Background: an optimization exercise with open tools, aiming at small area and a short achievable clock period. Do not read the settings as production practice. Function was checked by simulation only, so behaviour that the tests miss may differ from the original. Power is estimated from default activity; no workload was simulated.

job 6587:
Design DALU, start of the top module:
module DALU(clk, rst, in_valid, instruction, out_valid, out);
input clk, rst, in_valid;
input [18:0] instruction;
output [15:0] out;
output reg out_valid;
wire [18:0] ins = instruction;
wire [2:0] op = ins[18:16];
wire [5:0] s = ins[15:10];
wire [5:0] tt = ins[9:4];
wire [3:0] f = ins[3:0];
wire op0 = op == 3'd0, mo1 = op == 3'd1, mo2 = op == 3'd2, mo3 = op == 3'd3, mo4 = op == 3'd4;
wire mlog = op0 & (f == 4'd0 | f == 4'd1 | f == 4'd2);
wire madd = op0 & (f == 4'd3);
wire msub = op0 & (f == 4'd4);
wire selAs = madd | msub | mo3 | mo4;
wire pass = (op0 & (f <= 4'd4)) | mo3 | mo4;
wire [5:0] lg = f[1] ? (s ^ tt) : f[0] ? (s | tt) : (s & tt);
wire [6:0] nt = 7'd0 - {tt[5], tt};
reg [7:0] r0, r1;
always @* begin
  case (f[1:0])
    2'b01: r0 = {{2{tt[5]}}, tt};
    2'b10: r0 = {nt, 1'b0};
    2'b11: r0 = {nt[6], nt};
    default: r0 = 8'd0;
  endcase
  case (f[3:1])
    3'b001, 3'b010: r1 = {{2{tt[5]}}, tt};
    3'b011: r1 = {tt[5], tt, 1'b0};
    3'b100: r1 = {nt, 1'b0};
    3'b101, 3'b110: r1 = {nt[6], nt};
    default: r1 = 8'd0;
  endcase
end
wire [7:0] w;
wire a0 = ~s[1];
wire a1, a2;
DALU_ha u_a1 (.a(s[2]), .b(tt[2]), .s(a1), .co(a2));
wire a3, a4;
DALU_ha u_a3 (.a(s[3]), .b(tt[3]), .s(a3), .co(a4));
wire a5, a6;
DALU_ha u_a5 (.a(s[4]), .b(tt[4]), .s(a5), .co(a6));
wire a7, a8;
DALU_ha u_a7 (.a(s[5]), .b(tt[5]), .s(a7), .co(a8));
wire a9, a10;
DALU_ha u_a9 (.a(s[5]), .b(tt[5]), .s(a9), .co(a10));
wire a11, a12;
DALU_ha u_a11 (.a(s[5]), .b(tt[5]), .s(a11), .co(a12));
wire a13, a14;
DALU_ha u_a13 (.a(s[0]), .b(tt[0]), .s(a13), .co(a14));
wire a15, a16;
DALU_fa u_a15 (.a(tt[1]), .b(f[1]), .c(a0), .s(a15), .co(a16));
  ...
For scale: roughly 620 cells after synthesis, roughly 53 flip-flops, about 39 I/O pins, roughly 0.0049 sq mm of cells after synthesis.
==> flow/config.mk <==
export PLATFORM = sky130hd
export DESIGN_NAME = DALU
export DESIGN_NICKNAME = DALU
export VERILOG_FILES = /design/flow/design.v
export SDC_FILE = /design/flow/constraint.sdc
export NUM_CORES = 4
export LEC_CHECK = 0
export ABC_AREA = 1
export CAP_MARGIN = 20
export CORE_MARGIN = 2
export CORE_UTILIZATION = 40
export CTS_BUF_LIST = sky130_fd_sc_hd__clkbuf_8
export SLEW_MARGIN = 20
export SYNTH_HIERARCHICAL = 1
export SYNTH_MINIMUM_KEEP_SIZE = 0
export BUFFER_PORTS_ARGS = -buffer_cell sky130_fd_sc_hd__buf_2
export SETUP_SLACK_MARGIN = 5.3
==> flow/constraint.sdc <==
create_clock -name core_clock -period 9.0 [get_ports {clk}]
set_input_delay 1.8000 -clock core_clock [delete_from_list [all_inputs] [get_ports {clk}]]
set_output_delay 1.8000 -clock core_clock [all_outputs]
set_load 0.01 [all_outputs]
standard.sh (not shown) runs the stock make flow with config.mk's settings and CLKGATE_MAP_FILE= SYNTH_SCRIPT=/design/flow/synth_recipe.tcl, a recipe that flattens the netlist after the stock synthesis.
==> flow/flow/run.sh <==
#!/bin/bash
# The standard layout, with the port buffers made of buf_2 cells instead of
# the resizer's default choice (a slow delay cell), and timing repair aiming
# at 5.3 ns of setup slack.
set -euo pipefail
echo 'export BUFFER_PORTS_ARGS = -buffer_cell sky130_fd_sc_hd__buf_2' >> config.mk
echo 'export SETUP_SLACK_MARGIN = 5.3' >> config.mk
bash standard.sh finish > flow.log 2>&1
The following lists how job 4009 was set up differently from job 6587:
# job 6587
export LEC_CHECK = 0
export ABC_AREA = 1
export CAP_MARGIN = 20
export CORE_MARGIN = 2
export CORE_UTILIZATION = 40
export CTS_BUF_LIST = sky130_fd_sc_hd__clkbuf_8
export SLEW_MARGIN = 20
export SYNTH_HIERARCHICAL = 1
export SYNTH_MINIMUM_KEEP_SIZE = 0
export BUFFER_PORTS_ARGS = -buffer_cell sky130_fd_sc_hd__buf_2
export SETUP_SLACK_MARGIN = 5.3
create_clock -name core_clock -period 9.0 [get_ports {clk}]
# job 4009
export LEC_CHECK = 0
export ABC_AREA = 1
export CAP_MARGIN = 20
export CORE_MARGIN = 2
export CORE_UTILIZATION = 60
export CTS_BUF_LIST = sky130_fd_sc_hd__clkbuf_8
export SETUP_SLACK_MARGIN = 5
export SLEW_MARGIN = 20
export SYNTH_HIERARCHICAL = 1
export SYNTH_MINIMUM_KEEP_SIZE = 0
export BUFFER_PORTS_ARGS = -buffer_cell sky130_fd_sc_hd__buf_2
create_clock -name core_clock -period 9.0 [get_ports {clk}]
==> flow/flow/run.sh <==
#!/bin/bash
# The standard layout, with the port buffers made of buf_2 cells instead of
# the resizer's default choice (a slow delay cell).
set -euo pipefail
echo 'export BUFFER_PORTS_ARGS = -buffer_cell sky130_fd_sc_hd__buf_2' >> config.mk
bash standard.sh finish > flow.log 2>&1
[summary]
- | arrival time of the worst setup path | lower: job 6587 |
- Compared with job 6587, in job 4009 via count +about 0.64%; synthesized cell count ~0 delta; buffer levels on the longest clock path ~0 delta; utilization after layout +21 points.
Here is what was changed in the inputs of job 1428 compared with job 4009.
# job 4009
export LEC_CHECK = 0
export ABC_AREA = 1
export CAP_MARGIN = 20
export CORE_MARGIN = 2
export CORE_UTILIZATION = 60
export CTS_BUF_LIST = sky130_fd_sc_hd__clkbuf_8
export SETUP_SLACK_MARGIN = 5
export SLEW_MARGIN = 20
export SYNTH_HIERARCHICAL = 1
export SYNTH_MINIMUM_KEEP_SIZE = 0
export BUFFER_PORTS_ARGS = -buffer_cell sky130_fd_sc_hd__buf_2
create_clock -name core_clock -period 9.0 [get_ports {clk}]
# job 1428
export LEC_CHECK = 0
export ABC_AREA = 1
export CAP_MARGIN = 20
export CORE_MARGIN = 2
export CORE_UTILIZATION = 40
export CTS_BUF_LIST = sky130_fd_sc_hd__clkbuf_8
export SLEW_MARGIN = 20
export SYNTH_HIERARCHICAL = 1
export SYNTH_MINIMUM_KEEP_SIZE = 0
export BUFFER_PORTS_ARGS = -buffer_cell sky130_fd_sc_hd__buf_2
export SETUP_SLACK_MARGIN = 5.2
create_clock -name core_clock -period 9.0 [get_ports {clk}]
==> flow/flow/run.sh <==
#!/bin/bash
# The standard layout, with the port buffers made of buf_2 cells instead of
# the resizer's default choice (a slow delay cell), and timing repair aiming
# at 5.2 ns of setup slack.
set -euo pipefail
echo 'export BUFFER_PORTS_ARGS = -buffer_cell sky130_fd_sc_hd__buf_2' >> config.mk
echo 'export SETUP_SLACK_MARGIN = 5.2' >> config.mk
bash standard.sh finish > flow.log 2>&1
==> comparison <==
- Compared with job 4009, in job 1428 routability-driven placement congestion ratio fell about 5.4%, number of antenna repair diodes roughly the same.
- Job 1428 vs job 4009: internal power of the cells down by a few percent
- From job 4009 to job 1428 the numbers moved as follows: global-route usage over all layers shrank by 10 points; wire length of the first global-routing pass shrank by about 1%.

---

## quartz
Another version of the RTL of DALU (not shown whole).
Size in the first run: roughly 620 cells after synthesis.
==> flow/design.v (excerpt) <==
module DALU(clk, rst, in_valid, instruction, out_valid, out);
input clk, rst, in_valid;
input [18:0] instruction;
output [15:0] out;
output reg out_valid;
wire [18:0] ins = instruction;
wire [2:0] op = ins[18:16];
wire [5:0] s = ins[15:10];
wire [5:0] tt = ins[9:4];
wire [3:0] f = ins[3:0];
wire op0 = op == 3'd0, mo1 = op == 3'd1, mo2 = op == 3'd2, mo3 = op == 3'd3, mo4 = op == 3'd4;
wire mlog = op0 & (f == 4'd0 | f == 4'd1 | f == 4'd2);
wire madd = op0 & (f == 4'd3);
wire msub = op0 & (f == 4'd4);
wire selAs = madd | msub | mo3 | mo4;
wire pass = (op0 & (f <= 4'd4)) | mo3 | mo4;
wire [5:0] sx = s ^ tt, sa = s & tt;
wire lx = op0 & (f == 4'd1 | f == 4'd2), la = op0 & (f == 4'd0 | f == 4'd1);
wire [6:0] nt = 7'd0 - {tt[5], tt};
reg [7:0] r0, r1;
always @* begin
  case (f[1:0])
    2'b01: r0 = {{2{tt[5]}}, tt};
    2'b10: r0 = {nt, 1'b0};
    2'b11: r0 = {nt[6], nt};
    default: r0 = 8'd0;
  endcase
  case (f[3:1])
    3'b001, 3'b010: r1 = {{2{tt[5]}}, tt};
    3'b011: r1 = {tt[5], tt, 1'b0};
    3'b100: r1 = {nt, 1'b0};
    3'b101, 3'b110: r1 = {nt[6], nt};
    default: r1 = 8'd0;
  endcase
end
wire [7:0] w;
wire a0 = ~(s[1]);
wire a1, a2;
DALU_ha u_a1 (.a(s[2]), .b(tt[2]), .s(a1), .co(a2));
wire a3, a4;
DALU_ha u_a3 (.a(s[3]), .b(tt[3]), .s(a3), .co(a4));
wire a5, a6;
DALU_ha u_a5 (.a(s[4]), .b(tt[4]), .s(a5), .co(a6));
wire a7, a8;
DALU_ha u_a7 (.a(s[5]), .b(tt[5]), .s(a7), .co(a8));
wire a9, a10;
DALU_ha u_a9 (.a(s[5]), .b(tt[5]), .s(a9), .co(a10));
wire a11, a12;
DALU_ha u_a11 (.a(s[5]), .b(tt[5]), .s(a11), .co(a12));
wire a13, a14;
DALU_ha u_a13 (.a(s[0]), .b(tt[0]), .s(a13), .co(a14));
wire a15, a16;
DALU_fa u_a15 (.a(tt[1]), .b(f[1]), .c(a0), .s(a15), .co(a16));
wire a17, a18;
DALU_fa u_a17 (.a(f[2]), .b(s[1]), .c(a1), .s(a17), .co(a18));
wire a19, a20;
DALU_fa u_a19 (.a(f[3]), .b(a2), .c(a3), .s(a19), .co(a20));
wire a21, a22;
DALU_fa u_a21 (.a(f[3]), .b(a4), .c(a5), .s(a21), .co(a22));
  ...
export LEC_CHECK = 0
export ABC_AREA = 1
export CAP_MARGIN = 20
export CORE_MARGIN = 2
export CORE_UTILIZATION = 40
export CTS_BUF_LIST = sky130_fd_sc_hd__clkbuf_8
export PLACE_DENSITY = 0.8
export SLEW_MARGIN = 20
export SYNTH_HIERARCHICAL = 1
export SYNTH_MINIMUM_KEEP_SIZE = 0
export BUFFER_PORTS_ARGS = -buffer_cell sky130_fd_sc_hd__buf_2
export SETUP_SLACK_MARGIN = 5.3
create_clock -name core_clock -period 9.0 [get_ports {clk}]
==> flow/flow/run.sh <==
#!/bin/bash
# The standard layout with three changes: buf_2 port buffers instead of the
# resizer's default choice (a slow delay cell); an area-oriented restructure of
# the combinational logic after the floorplan; timing repair aiming at 5.3 ns
# of setup slack.
set -euo pipefail
here=$(pwd)
echo 'export BUFFER_PORTS_ARGS = -buffer_cell sky130_fd_sc_hd__buf_2' >> config.mk
echo 'export SETUP_SLACK_MARGIN = 5.3' >> config.mk
bash standard.sh floorplan > flow_floorplan.log 2>&1
res=$here/orfs/results/$FLOW_PLATFORM/DALU/base
lib=$FLOW_HOME/platforms/$FLOW_PLATFORM/lib/sky130_fd_sc_hd__tt_025C_1v80.lib
python3 flow/filtlib.py $lib rmp_cells.lib lpflow probe > filtlib.log 2>&1
RESULTS=$res WORK=$here LIB=$lib \
  openroad -no_init -exit flow/restructure.tcl > restructure.log 2>&1
bash standard.sh finish > flow_finish.log 2>&1
==> flow/flow/filtlib.py <==
# Copy a liberty file without the cells matching the given name fragments.
import sys, re
src, dst = sys.argv[1], sys.argv[2]
drop = sys.argv[3:]
out = []
skip = 0
depth = 0
with open(src) as f:
    for line in f:
        if skip == 0:
            m = re.match(r'\s*cell\s*\(\s*"?([\w]+)"?\s*\)', line)
            if m and any(d in m.group(1) for d in drop):
                skip = 1
                depth = line.count('{') - line.count('}')
                if depth <= 0 and '{' in line:
                    skip = 0
                continue
            out.append(line)
        else:
            depth += line.count('{') - line.count('}')
            if depth <= 0:
                skip = 0
with open(dst, 'w') as f:
    f.writelines(out)
==> flow/flow/restructure.tcl <==
# Area-oriented re-mapping of the combinational logic of the floorplanned
# netlist (registers untouched), before placement.
set res $::env(RESULTS)
read_db $res/2_floorplan.odb
read_liberty $::env(LIB)
read_sdc $res/2_floorplan.sdc
proc core_area {} {
  set a 0
  foreach i [[ord::get_db_block] getInsts] {
    set m [$i getMaster]
    if {[$m getType] eq "CORE"} { set a [expr {$a + [$m getWidth] * [$m getHeight]}] }
  }
  return [expr {$a / 1e6}]
}
puts "restructure: cell area before [core_area]"
file mkdir $::env(WORK)/rmp
restructure -target area -liberty_file $::env(WORK)/rmp_cells.lib \
  -tielo_port sky130_fd_sc_hd__conb_1/LO -tiehi_port sky130_fd_sc_hd__conb_1/HI \
  -work_dir $::env(WORK)/rmp -abc_logfile $::env(WORK)/restructure_abc.log
puts "restructure: cell area after [core_area]"
write_db $res/2_floorplan.odb
quartz | stages: all done | timing, DRC, antenna: all pass
Relative to quartz, the following input files were edited for juniper:
==> flow/flow/run.sh <==
#!/bin/bash
# The standard layout, with the port buffers made of buf_2 cells instead of
# the resizer's default choice (a slow delay cell), and timing repair aiming
# at 5.3 ns of setup slack.
set -euo pipefail
echo 'export BUFFER_PORTS_ARGS = -buffer_cell sky130_fd_sc_hd__buf_2' >> config.mk
echo 'export SETUP_SLACK_MARGIN = 5.3' >> config.mk
bash standard.sh finish > flow.log 2>&1
removed: flow/flow/filtlib.py
removed: flow/flow/restructure.tcl
--- outcome ---
juniper: no failed stages, no open violations at the end. Compared juniper vs quartz, and total number of multi-input combinational cells is down in juniper. From juniper to quartz, number of buffers inserted by hold repair at cts did not move at all. Looking at global routing met1 resource utilization across quartz and juniper, the one that comes out higher is juniper. From quartz to juniper the numbers moved as follows: max-cap violation count level; worst setup slack after placement moved up. Final area: juniper better than quartz. From quartz to juniper the numbers moved as follows: met1 routed wirelength after detailed routing shows a reduction of about 10%; wire length of the first global-routing pass shows a reduction of 2.3%; clock power share shows a reduction of 0.7 points; flip-flop and latch share of the layout cell area shows an increase of 0.88 points.
[inputs] xenon vs juniper
- CORE_UTILIZATION now 70, was 40
### Flow results
xenon vs juniper: fraction of standard cell area in multi-input logic up in xenon. Wire: xenon routes more than juniper. Going from juniper to xenon, the placeable core area was found to have gone down by 0.0052 mm². In the reports for juniper and xenon, the larger total power belongs to xenon.
[inputs] umber vs xenon
- swapping 70 for 60 in CORE_UTILIZATION
## What came out
Delta (umber minus xenon): sequential fraction of total cell area neither gained nor lost much, register share of total power has increased, area of the die increased by 16% relative to the old numbers.

---

== run M ==
Another version of the RTL of DALU (not shown whole).
Size: roughly 35 flip-flops, roughly 4500 um^2 of cells after synthesis.
==> flow/design.v (excerpt) <==
module DALU(clk, rst, in_valid, instruction, out_valid, out);
clock: 9.0 ns
lec_check: 0
cap_margin: 20
core_margin: 2
core_utilization: 40
setup_slack_margin: 5
slew_margin: 20
synth_hierarchical: 1
synth_minimum_keep_size: 0
run.sh (not shown) runs the stock make flow with config.mk's settings and CLKGATE_MAP_FILE= SYNTH_SCRIPT=/design/flow/synth_recipe.tcl, a recipe that flattens the netlist after the stock synthesis.
Stock flow here: none of the scripts above is used.
Run M finished every step from synthesis to the final layout, and the layout passed the timing, DRC and antenna checks.
Modified inputs, run D compared to run M
- BUFFER_PORTS_ARGS now -buffer_cell sky130_fd_sc_hd__buf_2, previously not set
==> flow/flow/run.sh (new file) <==
#!/bin/bash
# The standard layout, with the port buffers made of buf_2 cells instead of
# the resizer's default choice (a slow delay cell).
set -euo pipefail
echo 'export BUFFER_PORTS_ARGS = -buffer_cell sky130_fd_sc_hd__buf_2' >> config.mk
bash standard.sh finish > flow.log 2>&1
==> flow/standard.sh (new file) <==
#!/bin/bash
# synth_recipe.tcl (not shown) runs the flow's synth.tcl, then flattens the netlist and writes it again
# the make line also repeats each setting of config.mk as NAME=value (left out here)
make -C /OpenROAD-flow-scripts/flow DESIGN_CONFIG=/design/flow/config.mk WORK_HOME=/design/flow/orfs CLKGATE_MAP_FILE= SYNTH_SCRIPT=/design/flow/synth_recipe.tcl "${@:-finish}"
removed: flow/run.sh
Results
- Going from run M to run D, placed cell area went down 4.0%; met3 usage decreased 1.2 points; time the worst path needs with I/O delays and setup moved up; post-layout worst setup margin now sits lower.
- Compared with run M, in run D power went down 6.4%; routed wire length went up by 0.80%; setup fix buffers added after clock tree synthesis lower.
- Compared with run M, in run D hold slack up 3.5 ps; cell area dropped 75 um^2; wire length of the first global-routing pass went down; count of inserted antenna diode cells about even.

[afterwards: timing with drivers on the ports]
In the flow no input, the clock included, has a driving cell. The finished layouts below were timed again as built, in two steps. Step 1 (the two cells are an assumption about what drives the block):
set clk [get_ports {clk}]
set_driving_cell -lib_cell sky130_fd_sc_hd__clkbuf_16 $clk
set_driving_cell -lib_cell sky130_fd_sc_hd__buf_2 [delete_from_list [all_inputs] $clk]
Step 2 moves the port delays by t, midway between the first and last clock arrival at a register: inputs arrive t later, outputs are due t later. That takes back most of the time a late clock gives input paths. Three values: no drivers, after step 1, after step 2; two values: the first two.
run | t (ns) | setup slack, ns | worst hold slack (ns) | slew at the worst register clock pin (ns) | pins driven straight from the clock port
job 6587 | 0.347 | 5.394 / 5.375 / 5.072 | 0.409 / 0.409 / 0.409 | 0.10 / 0.10 | 1
job 4009 | 0.337 | 5.164 / 5.164 / 4.940 | 0.412 / 0.412 / 0.412 | 0.10 / 0.10 | 1
job 1428 | 0.346 | 5.308 / 5.308 / 4.987 | 0.408 / 0.408 / 0.408 | 0.10 / 0.10 | 1
quartz | 0.329 | 4.832 / 4.802 / 5.023 | 0.450 / 0.450 / 0.450 | 0.10 / 0.10 | 1
juniper | 0.346 | 5.395 / 5.364 / 5.082 | 0.415 / 0.415 / 0.415 | 0.10 / 0.10 | 1
xenon | 0.357 | 5.203 / 5.167 / 5.000 | 0.410 / 0.410 / 0.410 | 0.10 / 0.10 | 1
umber | 0.335 | 5.382 / 5.354 / 5.081 | 0.425 / 0.425 / 0.425 | 0.09 / 0.09 | 1
run M | 0.316 | 4.145 / 4.139 / 3.823 | 0.448 / 0.448 / 0.448 | 0.08 / 0.08 | 1
run D | 0.312 | 4.135 / 4.072 / 3.760 | 0.451 / 0.451 / 0.451 | 0.08 / 0.08 | 1
After both steps setup and hold are still met in every run listed. The setup slack of run D, which loses most, moves by -0.063 ns with the drivers and by -0.375 ns with both steps.
